Background: an optimization exercise with open tools, aiming at small area and a short achievable clock period. Do not read the settings as production practice. RTL that was checked went through simulation tests only; none was proved equivalent to the original. Power figures rest on the tool's default switching activity, not on a simulated workload.

==> inputs of v15 <==
==> flow/design.v (excerpt) <==
module yadan_riscv(
    input  wire             clk,
    input  wire             rst_n,
    input  wire [7:0]  int_flag_i,
    output wire             M0_HBUSREQ,      
    input  wire             M0_HGRANT,       
    output wire  [31:0]     M0_HADDR,        
    output wire  [ 1:0]     M0_HTRANS,       
    output wire  [ 2:0]     M0_HSIZE,        
    output wire  [ 2:0]     M0_HBURST,       
    output wire  [ 3:0]     M0_HPROT,       
    output wire             M0_HLOCK,       
    output wire             M0_HWRITE,       
    output wire  [31:0]     M0_HWDATA,      
    output wire             M1_HBUSREQ,
    input  wire             M1_HGRANT,
    output wire  [31:0]     M1_HADDR,
    output wire  [ 1:0]     M1_HTRANS,
    output wire  [ 2:0]     M1_HSIZE,
    output wire  [ 2:0]     M1_HBURST,
    output wire  [ 3:0]     M1_HPROT,
    output wire             M1_HLOCK,
    output wire             M1_HWRITE,
    output wire  [31:0]     M1_HWDATA,
    input  wire  [31:0]     M_HRDATA,       
    input  wire  [ 1:0]     M_HRESP,         
    input  wire             M_HREADY         
);
    assign  M0_HPROT = 4'h0;            
    assign  M1_HPROT = 4'h0;
    assign  M0_HLOCK = 1'b0;            
    assign  M1_HLOCK = 1'b0;
    wire[31:0]           rom_addr;    
    wire                    rom_ce;      
  ...
Settings: LEC_CHECK=0, CAP_MARGIN=20, CORE_MARGIN=2, CORE_UTILIZATION=40, SETUP_SLACK_MARGIN=5, SLEW_MARGIN=20; clock period 11.0 ns.
run.sh (not shown) runs the stock make flow with config.mk's settings and CLKGATE_MAP_FILE= SYNTH_SCRIPT=/design/flow/synth_recipe.tcl, a recipe that flattens the netlist after the stock synthesis.
==> v25 (differences from v15) <==
==> flow/flow/run.sh (new file) <==
#!/bin/bash
set -euo pipefail
bash standard.sh SETUP_SLACK_MARGIN=6.5 finish > flow_make.log 2>&1
==> flow/standard.sh (new file) <==
#!/bin/bash
# synth_recipe.tcl (not shown) runs the flow's synth.tcl, then flattens the netlist and writes it again
# the make line also repeats each setting of config.mk as NAME=value (left out here)
make -C /OpenROAD-flow-scripts/flow DESIGN_CONFIG=/design/flow/config.mk WORK_HOME=/design/flow/orfs CLKGATE_MAP_FILE= SYNTH_SCRIPT=/design/flow/synth_recipe.tcl "${@:-finish}"
- CORE_UTILIZATION: 40 -> 55
- SETUP_SLACK_MARGIN: 5 -> not set
removed: flow/run.sh
==> results.txt <==
In v15 the register-to-register slack is lower than in v25, by 0.04 ns. Clock-buffer cell count: v25 is lower than v15 (13). In v15 the via count is lower than in v25, by about 4.5%. In sequential power, v15 and v25 hardly differ. In v15 the wire length is larger than in v25, by 1.8%. Of v25 and v15, v15 has the higher clock power (gap about 2.6%, measured against v15). Sequential cell count is the same in v25 and v15.
Function was not checked in any run of this note: the RTL went through the layout flow alone.

==> try-quartz <==
Another version of the RTL of yadan_riscv (not shown whole).
==> flow/design.v (excerpt) <==
module yadan_riscv(
    input  wire             clk,
    input  wire             rst_n,
    input  wire [7:0]  int_flag_i,
    output wire             M0_HBUSREQ,      
    input  wire             M0_HGRANT,       
    output wire  [31:0]     M0_HADDR,        
    output wire  [ 1:0]     M0_HTRANS,       
    output wire  [ 2:0]     M0_HSIZE,        
    output wire  [ 2:0]     M0_HBURST,       
    output wire  [ 3:0]     M0_HPROT,       
    output wire             M0_HLOCK,       
    output wire             M0_HWRITE,       
    output wire  [31:0]     M0_HWDATA,      
    output wire             M1_HBUSREQ,
    input  wire             M1_HGRANT,
    output wire  [31:0]     M1_HADDR,
    output wire  [ 1:0]     M1_HTRANS,
    output wire  [ 2:0]     M1_HSIZE,
    output wire  [ 2:0]     M1_HBURST,
    output wire  [ 3:0]     M1_HPROT,
    output wire             M1_HLOCK,
    output wire             M1_HWRITE,
    output wire  [31:0]     M1_HWDATA,
    input  wire  [31:0]     M_HRDATA,       
    input  wire  [ 1:0]     M_HRESP,         
    input  wire             M_HREADY         
);
    assign  M0_HPROT = 4'h0;            
    assign  M1_HPROT = 4'h0;
    assign  M0_HLOCK = 1'b0;            
    assign  M1_HLOCK = 1'b0;
    wire[31:0]           rom_addr;    
    wire                    rom_ce;      
    wire[31:0]           rom_data;    
    wire[31:0]           ram_addr;    
    wire                    ram_ce;
    wire                    ram_we;
    wire[2:0]               ram_sel;
    wire[31:0]           ram_wdata;
    wire[31:0]           ram_rdata;   
    wire[31:0]      if_pc;
  ...
export LEC_CHECK = 0
export CAP_MARGIN = 20
export CORE_MARGIN = 2
export CORE_UTILIZATION = 40
export SLEW_MARGIN = 20
create_clock -name core_clock -period 11.0 [get_ports {clk}]
standard.sh (not shown) runs the stock make flow with config.mk's settings and CLKGATE_MAP_FILE= SYNTH_SCRIPT=/design/flow/synth_recipe.tcl, a recipe that flattens the netlist after the stock synthesis.
==> flow/flow/run.sh <==
#!/bin/bash
set -euo pipefail
bash standard.sh SETUP_SLACK_MARGIN=6 "BUFFER_PORTS_ARGS=-buffer_cell sky130_fd_sc_hd__buf_4" finish > flow_make.log 2>&1
==> try-garnet (differences from try-quartz) <==
Settings changed: CTS_BUF_LIST set to sky130_fd_sc_hd__clkbuf_8, CTS_CLUSTER_SIZE set to 30.
==> results.yml <==
drt:
  via_count: 115909
  dr.pass1.iters: 10
status:
  status: "finished clean"
grt:
  grt_use_met2_pct: 51.31
setup_path:
  cp.arrival_ns: 5.94
  ff2ff_path_depth: 10
  crit_path_start: "u_if_id.inst_o[23]$_DFFE_PN0P_"
final_layout:
  postLayoutCoreUtil_pct: 46.20
  drive_above_1_share_pct: 13.75
  finalNetCount: 12810
  area_delta_synth_final_pct: 15.27
timing:
  fin_crit_ns: 5.286
  fin_skew_ns: 0.1078
  clock.fmax_mhz: 189.2
cts:
  clock_latency_ns: 0.95
pwr:
  power_frac_comb_pct: 19.3
-- figures above: try-quartz

==> results.yml <==
timing:
  fin_crit_ns: 5.375
  setup_viol_count_final: 0
  clock.fmax_mhz: 186.1
  timing.hold.ws_ns: 0.3228
final_layout:
  finalNetCount: 12943
  area_delta_synth_final_pct: 14.49
  reg_top3: "u_regsfile.reg_Q: 992 flops, u_mul_div_32.long_slow_div_denom_reg_i.L_num: 65 flops"
  design_area_um2: 149900
  drive_above_1_share_pct: 14.56
setup_path:
  crit_path_start: "u_if_id.inst_o[22]$_DFFE_PN0P_"
  cp.arrival_ns: 6.09
  ff2ff_path_depth: 11
  crit_chain: "buf_6 -> nand3b_1 -> nor2_4 -> buf_4 -> buf_4 -> a222oi_1 -> nand3_1 -> o32ai_1 -> o31ai_2 -> a222oi_1 -> o21ai_1"
status:
  status: "finished clean"
pwr:
  p_leak_uw: 0.05512
  power_frac_comb_pct: 20.5
  switching_share_pct: 32.93
cts:
  clock_latency_ns: 1.19
hold_path:
  holdPathEnd: "u_mul_div_32.enable_in_d3$_DFF_PN0_"
-- figures above: try-garnet


==> amber <==
Another version of the RTL of yadan_riscv (not shown whole).
clock: 11.0 ns
lec_check: 0
cap_margin: 20
core_margin: 2
core_utilization: 40
place_density: 0.75
slew_margin: 20
Scripts as last shown in full above: flow/flow/run.sh
==> ember: changes against amber <==
--- a/flow/design.v
+++ b/flow/design.v
@@ -1650,16 +1650,19 @@
     input   wire[31:0]        reg2_data_i,
     input   wire                 ex_wreg_i,
     input   wire[31:0]        ex_wreg_data_i,
     input   wire[4:0]    ex_wreg_addr_i,
     input   wire[5:0]      ex_aluop_i,  
     input   wire                 mem_wreg_i,
     input   wire[31:0]        mem_wreg_data_i,
     input   wire[4:0]    mem_wreg_addr_i,
+    input   wire                 wb_wreg_i,
+    input   wire[31:0]        wb_wreg_data_i,
+    input   wire[4:0]    wb_wreg_addr_i,
     input   wire[31:0]        csr_data_i,
     output  reg[31:0]    rcsr_addr_o,
     output  reg                  reg1_read_o,
     output  reg                  reg2_read_o,
     output  reg[4:0]     reg1_addr_o,
     output  reg[4:0]     reg2_addr_o,
     output  wire                 stallreq_o,
     output  wire[31:0]   pc_o,
@@ -1693,33 +1696,39 @@
                                (ex_aluop_i == 6'b011000);
     assign pc_o = pc_i; 
     wire r1_zero = (reg1_addr_o == 5'b00000);
     wire r1_ld   = pre_inst_is_load & (ex_wreg_addr_i == reg1_addr_o);
     wire r1_ex   = ex_wreg_i & (ex_wreg_addr_i == reg1_addr_o);
     wire r1_mem  = mem_wreg_i & (mem_wreg_addr_i == reg1_addr_o);
     wire s1_imm  = ~reg1_read_o;
     wire s1_ex   = reg1_read_o & ~r1_zero & ~r1_ld & r1_ex;
+    wire r1_wb   = wb_wreg_i & (wb_wreg_addr_i == reg1_addr_o);
     wire s1_mem  = reg1_read_o & ~r1_zero & ~r1_ld & ~r1_ex & r1_mem;
-    wire s1_rf   = reg1_read_o & ~r1_zero & ~r1_ld & ~r1_ex & ~r1_mem;
+    wire s1_wb   = reg1_read_o & ~r1_zero & ~r1_ld & ~r1_ex & ~r1_mem & r1_wb;
+    wire s1_rf   = reg1_read_o & ~r1_zero & ~r1_ld & ~r1_ex & ~r1_mem & ~r1_wb;
     wire r2_zero = (reg2_addr_o == 5'b00000);
     wire r2_ld   = pre_inst_is_load & (ex_wreg_addr_i == reg2_addr_o);
     wire r2_ex   = ex_wreg_i & (ex_wreg_addr_i == reg2_addr_o);
     wire r2_mem  = mem_wreg_i & (mem_wreg_addr_i == reg2_addr_o);
     wire s2_imm  = ~reg2_read_o;
     wire s2_ex   = reg2_read_o & ~r2_zero & ~r2_ld & r2_ex;
+    wire r2_wb   = wb_wreg_i & (wb_wreg_addr_i == reg2_addr_o);
     wire s2_mem  = reg2_read_o & ~r2_zero & ~r2_ld & ~r2_ex & r2_mem;
-    wire s2_rf   = reg2_read_o & ~r2_zero & ~r2_ld & ~r2_ex & ~r2_mem;
+    wire s2_wb   = reg2_read_o & ~r2_zero & ~r2_ld & ~r2_ex & ~r2_mem & r2_wb;
+    wire s2_rf   = reg2_read_o & ~r2_zero & ~r2_ld & ~r2_ex & ~r2_mem & ~r2_wb;
     always @(*) begin
         reg1_stallreq = reg1_read_o & ~r1_zero & r1_ld;
         reg2_stallreq = reg2_read_o & ~r2_zero & r2_ld;
         operand1_o = ({32{s1_imm}} & imm_1) | ({32{s1_ex}} & ex_wreg_data_i) |
-                     ({32{s1_mem}} & mem_wreg_data_i) | ({32{s1_rf}} & reg1_data_i);
+                     ({32{s1_mem}} & mem_wreg_data_i) | ({32{s1_wb}} & wb_wreg_data_i) |
+                     ({32{s1_rf}} & reg1_data_i);
         operand2_o = ({32{s2_imm}} & imm_2) | ({32{s2_ex}} & ex_wreg_data_i) |
-                     ({32{s2_mem}} & mem_wreg_data_i) | ({32{s2_rf}} & reg2_data_i);
+                     ({32{s2_mem}} & mem_wreg_data_i) | ({32{s2_wb}} & wb_wreg_data_i) |
+                     ({32{s2_rf}} & reg2_data_i);
     end
     always @(*) begin
         instvalid       = 1'b0;
         aluop_o         = 6'b000000;
         alusel_o        = 4'b0000;
         wreg_o          = 1'b0;
         wreg_addr_o     =  rd;
         reg1_read_o     = 1'b0;
@@ -2357,39 +2366,61 @@
             ex_operand2_o   <= id_operand2_i;
             ex_wreg_addr_o  <= id_wreg_addr_i;
             ex_csr_data_o   <= id_csr_data_i;
             ex_wcsr_addr_o  <= id_wcsr_addr_i;
         end
     end
 endmodule  
 module if_id(
-    input   wire        clk,  
+    input   wire        clk,
     input   wire        rst_n,
     input   wire[31:0]      pc_i,    
     input   wire[31:0]          inst_i,  
     input   wire                stalled_i,
     input   wire                flush_i,
-    output  reg[31:0]       pc_o,
-    output  reg[31:0]           inst_o
+    input   wire                hold_i,      
+    output  wire[31:0]      pc_o,
+    output  wire[31:0]          inst_o,
+    output  reg[11:0]               rs1_sel_o,
+    output  reg[11:0]               rs2_sel_o
 );
+    function [11:0] predec(input [4:0] a);
+        integer k;
+        begin
+            for (k = 0; k < 8; k = k + 1) predec[4 + k] = (a[4:2] == k);
+            for (k = 0; k < 4; k = k + 1) predec[k] = (a[1:0] == k);
+        end
+    endfunction
+    reg [6:0]           opcode;
+    reg                 pc_valid;
+    reg [31:7]          inst_hi;
+    reg [31:0]  pc_q;
     always @(posedge clk or negedge rst_n) begin
         if (rst_n == 1'b0) begin
-            pc_o    <= 32'h00000000;
-            inst_o  <= 32'h00000000;
-        end else begin
-            if (flush_i == 1) begin
-                pc_o    <= 32'h00000000;
-                inst_o  <= 32'h00000000;
-            end else if (stalled_i == 1'b0) begin
-                pc_o    <= pc_i;
-                inst_o  <= inst_i;
-            end  
+            opcode   <= 7'b0;
+            pc_valid <= 1'b0;
+        end else if (flush_i == 1) begin
+            opcode   <= 7'b0;
+            pc_valid <= 1'b0;
+        end else if (stalled_i == 1'b0) begin
+            opcode   <= inst_i[6:0];
+            pc_valid <= 1'b1;
+        end
+    end
+    always @(posedge clk) begin
+        if (!hold_i) begin
+            inst_hi   <= inst_i[31:7];
+            pc_q      <= pc_i;
+            rs1_sel_o <= predec(inst_i[19:15]);
+            rs2_sel_o <= predec(inst_i[24:20]);
         end
     end
+    assign inst_o = {inst_hi, opcode};
+    assign pc_o   = pc_q & {32{pc_valid}};
 endmodule
 module interrupt_ctrl(
     input   wire                    clk,
     input   wire                    rst_n,
     input   wire    [7:0]      int_flag_i,
     input   wire    [31:0]      inst_i,
     input   wire    [31:0]  inst_addr_i,
     input   wire                    branch_flag_i,
@@ -2577,45 +2608,61 @@
 endmodule  
 module regsfile
 (
     input   wire        clk,
     input   wire        rst_n,
     input   wire                we_i,
     input   wire[4:0]   waddr_i,
     input   wire[31:0]       wdata_i,
-    input   wire[4:0]   raddr1_i,
+    input   wire[11:0]          rsel1_i,
     output  wire[31:0]       rdata1_o,
-    input   wire[4:0]   raddr2_i,
+    input   wire[11:0]          rsel2_i,
     output  wire[31:0]       rdata2_o
 );
-    reg [31:0]   reg_Q [1:32-1];
+    reg [31:0]     reg_Q [1:32-1];
     reg [32-1:1] valid;
+    wire [32-1:1] wen;
     genvar i;
     generate
         for (i = 1; i < 32; i = i + 1) begin : g_reg
+            assign wen[i] = we_i && (waddr_i == i);
             always @(posedge clk) begin
-                if (we_i && waddr_i == i)
+                if (wen[i])
                     reg_Q[i] <= wdata_i;
             end
             always @(posedge clk or negedge rst_n) begin
                 if (rst_n == 1'b0)
                     valid[i] <= 1'b0;
-                else if (we_i && waddr_i == i)
+                else if (wen[i])
                     valid[i] <= 1'b1;
             end
         end
     endgenerate
-    wire [31:0] word1 = reg_Q[raddr1_i];
-    wire [31:0] word2 = reg_Q[raddr2_i];
-    wire [32-1:0] valid0 = {valid, 1'b0};
-    assign rdata1_o = (raddr1_i == waddr_i && we_i) ? wdata_i :
-                      (word1 & {32{valid0[raddr1_i]}});
-    assign rdata2_o = (raddr2_i == waddr_i && we_i) ? wdata_i :
-                      (word2 & {32{valid0[raddr2_i]}});
+    wire [32-1:1] sel1, sel2;
+    generate
+        for (i = 1; i < 32; i = i + 1) begin : g_sel
+            assign sel1[i] = rsel1_i[4 + i / 4] & rsel1_i[i % 4];
+            assign sel2[i] = rsel2_i[4 + i / 4] & rsel2_i[i % 4];
+        end
+    endgenerate
+    wire [32-1:1] s1 = sel1 & valid;
+    wire [32-1:1] s2 = sel2 & valid;
+    reg  [31:0] word1, word2;
+    integer k;
+    always @(*) begin
+        word1 = 32'b0;
+        word2 = 32'b0;
+        for (k = 1; k < 32; k = k + 1) begin
+            word1 = word1 | (reg_Q[k] & {32{s1[k]}});
+            word2 = word2 | (reg_Q[k] & {32{s2[k]}});
+        end
+    end
+    assign rdata1_o = word1;
+    assign rdata2_o = word2;
 endmodule  
 module yadan_riscv(
     input  wire             clk,
     input  wire             rst_n,
     input  wire [7:0]  int_flag_i,
     output wire             M0_HBUSREQ,      
     input  wire             M0_HGRANT,       
     output wire  [31:0]     M0_HADDR,        
@@ -2651,16 +2698,18 @@
     wire                    ram_ce;
     wire                    ram_we;
     wire[2:0]               ram_sel;
     wire[31:0]           ram_wdata;
     wire[31:0]           ram_rdata;   
     wire[31:0]      if_pc;
     wire[31:0]      if_id_pc;
     wire[31:0]          if_id_inst;
+    wire[11:0]              if_id_rs1_sel;
+    wire[11:0]              if_id_rs2_sel;
     wire                    id_reg1_read;
     wire                    id_reg2_read;
     wire[4:0]       id_reg1_addr;
     wire[4:0]       id_reg2_addr;
     wire[31:0]           reg1_data;
     wire[31:0]           reg2_data;
     wire[31:0]      id_pc;
     wire[31:0]          id_inst;
@@ -2753,31 +2802,37 @@
     assign  rom_addr  =  if_pc;   
     if_id u_if_id(
         .clk                (clk),
         .rst_n              (rst_n),
         .pc_i               (if_pc),
         .inst_i             (rom_data),
         .stalled_i          (stall[1]),
         .flush_i            (flush[1]),
+        .hold_i             (stallreq_from_mem | muldiv_start | stallreq_from_id | stallreq_from_interrupt),
         .pc_o               (if_id_pc),
-        .inst_o             (if_id_inst)
+        .inst_o             (if_id_inst),
+        .rs1_sel_o          (if_id_rs1_sel),
+        .rs2_sel_o          (if_id_rs2_sel)
     );
     id u_id(
         .pc_i               (if_id_pc),
         .inst_i             (if_id_inst),
         .reg1_data_i        (reg1_data),
         .reg2_data_i        (reg2_data),
         .ex_wreg_i          (ex_wreg),
         .ex_wreg_addr_i     (ex_wreg_addr),
         .ex_wreg_data_i     (ex_wreg_data),
         .ex_aluop_i         (ex_aluop),
         .mem_wreg_i         (mem_wreg),
         .mem_wreg_addr_i    (mem_wreg_addr),
         .mem_wreg_data_i    (mem_wreg_data),
+        .wb_wreg_i          (wb_wreg),
+        .wb_wreg_data_i     (wb_wreg_data),
+        .wb_wreg_addr_i     (wb_wreg_addr),
         .csr_data_i         (csr_data),
         .rcsr_addr_o        (id_rcsr_addr),
         .reg1_read_o        (id_reg1_read),
         .reg2_read_o        (id_reg2_read),
         .reg1_addr_o        (id_reg1_addr),
         .reg2_addr_o        (id_reg2_addr),
         .stallreq_o         (stallreq_from_id),
         .pc_o               (id_pc),
@@ -2793,19 +2848,19 @@
         .wcsr_addr_o        (id_wcsr_addr)
     );
     regsfile u_regsfile(
         .clk                (clk),
         .rst_n              (rst_n),
         .we_i               (wb_wreg),
         .waddr_i            (wb_wreg_addr),
         .wdata_i            (wb_wreg_data),
-        .raddr1_i           (id_reg1_addr),
+        .rsel1_i            (if_id_rs1_sel),
         .rdata1_o           (reg1_data),
-        .raddr2_i           (id_reg2_addr),
+        .rsel2_i            (if_id_rs2_sel),
         .rdata2_o           (reg2_data)
     );
     id_ex u_id_ex(
         .clk                (clk),
         .rst_n              (rst_n),
         .id_pc_i            (id_pc),
         .id_inst_i          (id_inst),
         .id_aluop_i         (id_aluop),
==> flow/config.mk (replaced) <==
export PLATFORM = sky130hd
export DESIGN_NAME = yadan_riscv
export DESIGN_NICKNAME = yadan_riscv
export VERILOG_FILES = /design/flow/design.v
export SDC_FILE = /design/flow/constraint.sdc
export NUM_CORES = 8
export LEC_CHECK = 0
export CAP_MARGIN = 35
export CORE_MARGIN = 2
export CORE_UTILIZATION = 40
export SLEW_MARGIN = 35
==> fjord: changes against amber <==
==> flow/config.mk (replaced) <==
export PLATFORM = sky130hd
export DESIGN_NAME = yadan_riscv
export DESIGN_NICKNAME = yadan_riscv
export VERILOG_FILES = /design/flow/design.v
export SDC_FILE = /design/flow/constraint.sdc
export NUM_CORES = 8
export LEC_CHECK = 0
export CAP_MARGIN = 20
export CORE_MARGIN = 2
export CORE_UTILIZATION = 40
export SLEW_MARGIN = 20
==> summary of the runs <==
amber ran to the end with no violations. fjord completed without violations. ember completed with no timing, DRC or antenna violations.
In critical path depth, amber and fjord do not differ.
Via count: amber > fjord > ember.
Count of clock-buffer cells in the layout: fjord > ember > amber.
Flip-flop and latch count: amber is lower than ember (25).
Function was not checked in any run of this note: the RTL went through the layout flow alone.

afterwards: timing with drivers on the ports:
Ports are ideal in the flow. The routed layouts listed here were re-timed in OpenROAD.
Step 1 (the two cells are an assumption about what drives the block):
set clk [get_ports {clk}]
set_driving_cell -lib_cell sky130_fd_sc_hd__clkbuf_16 $clk
set_driving_cell -lib_cell sky130_fd_sc_hd__buf_2 [delete_from_list [all_inputs] $clk]
Step 2 times the ports against the registers' clock, not the clock port: input delays grow and output delays shrink by t, the midpoint of the rising clock arrivals with the driver on.
Slacks: ideal ports / drivers / drivers and shift; pairs: ideal ports / drivers.
| run | t, ns | setup WS [ns] | worst setup path after step 2 | latest minus earliest clock arrival (ns) | cell pins on the clock port's net |
|---|---|---|---|---|---|
| v15 | 1.098 | 4.454 / 4.454 / 3.974 | input to register | 0.215 / 0.215 | 1 |
| v25 | 1.007 | 4.493 / 4.493 / 4.493 | register to register | 0.172 / 0.172 | 1 |
| try-quartz | 1.014 | 5.714 / 5.714 / 5.143 | input to register | 0.136 / 0.137 | 1 |
| try-garnet | 1.247 | 5.625 / 5.625 / 5.330 | input to register | 0.131 / 0.131 | 1 |
| amber | 1.087 | 5.702 / 5.702 / 4.976 | input to register | 0.189 / 0.189 | 1 |
| ember | 1.016 | 6.004 / 6.004 / 5.117 | input to register | 0.098 / 0.098 | 1 |
| fjord | 1.042 | 5.786 / 5.786 / 5.088 | input to register | 0.152 / 0.151 | 1 |
After both steps every run listed still meets setup and hold. For ember, which loses most, drivers alone change the setup slack by 0.000 ns; drivers and shift together by -0.887 ns.
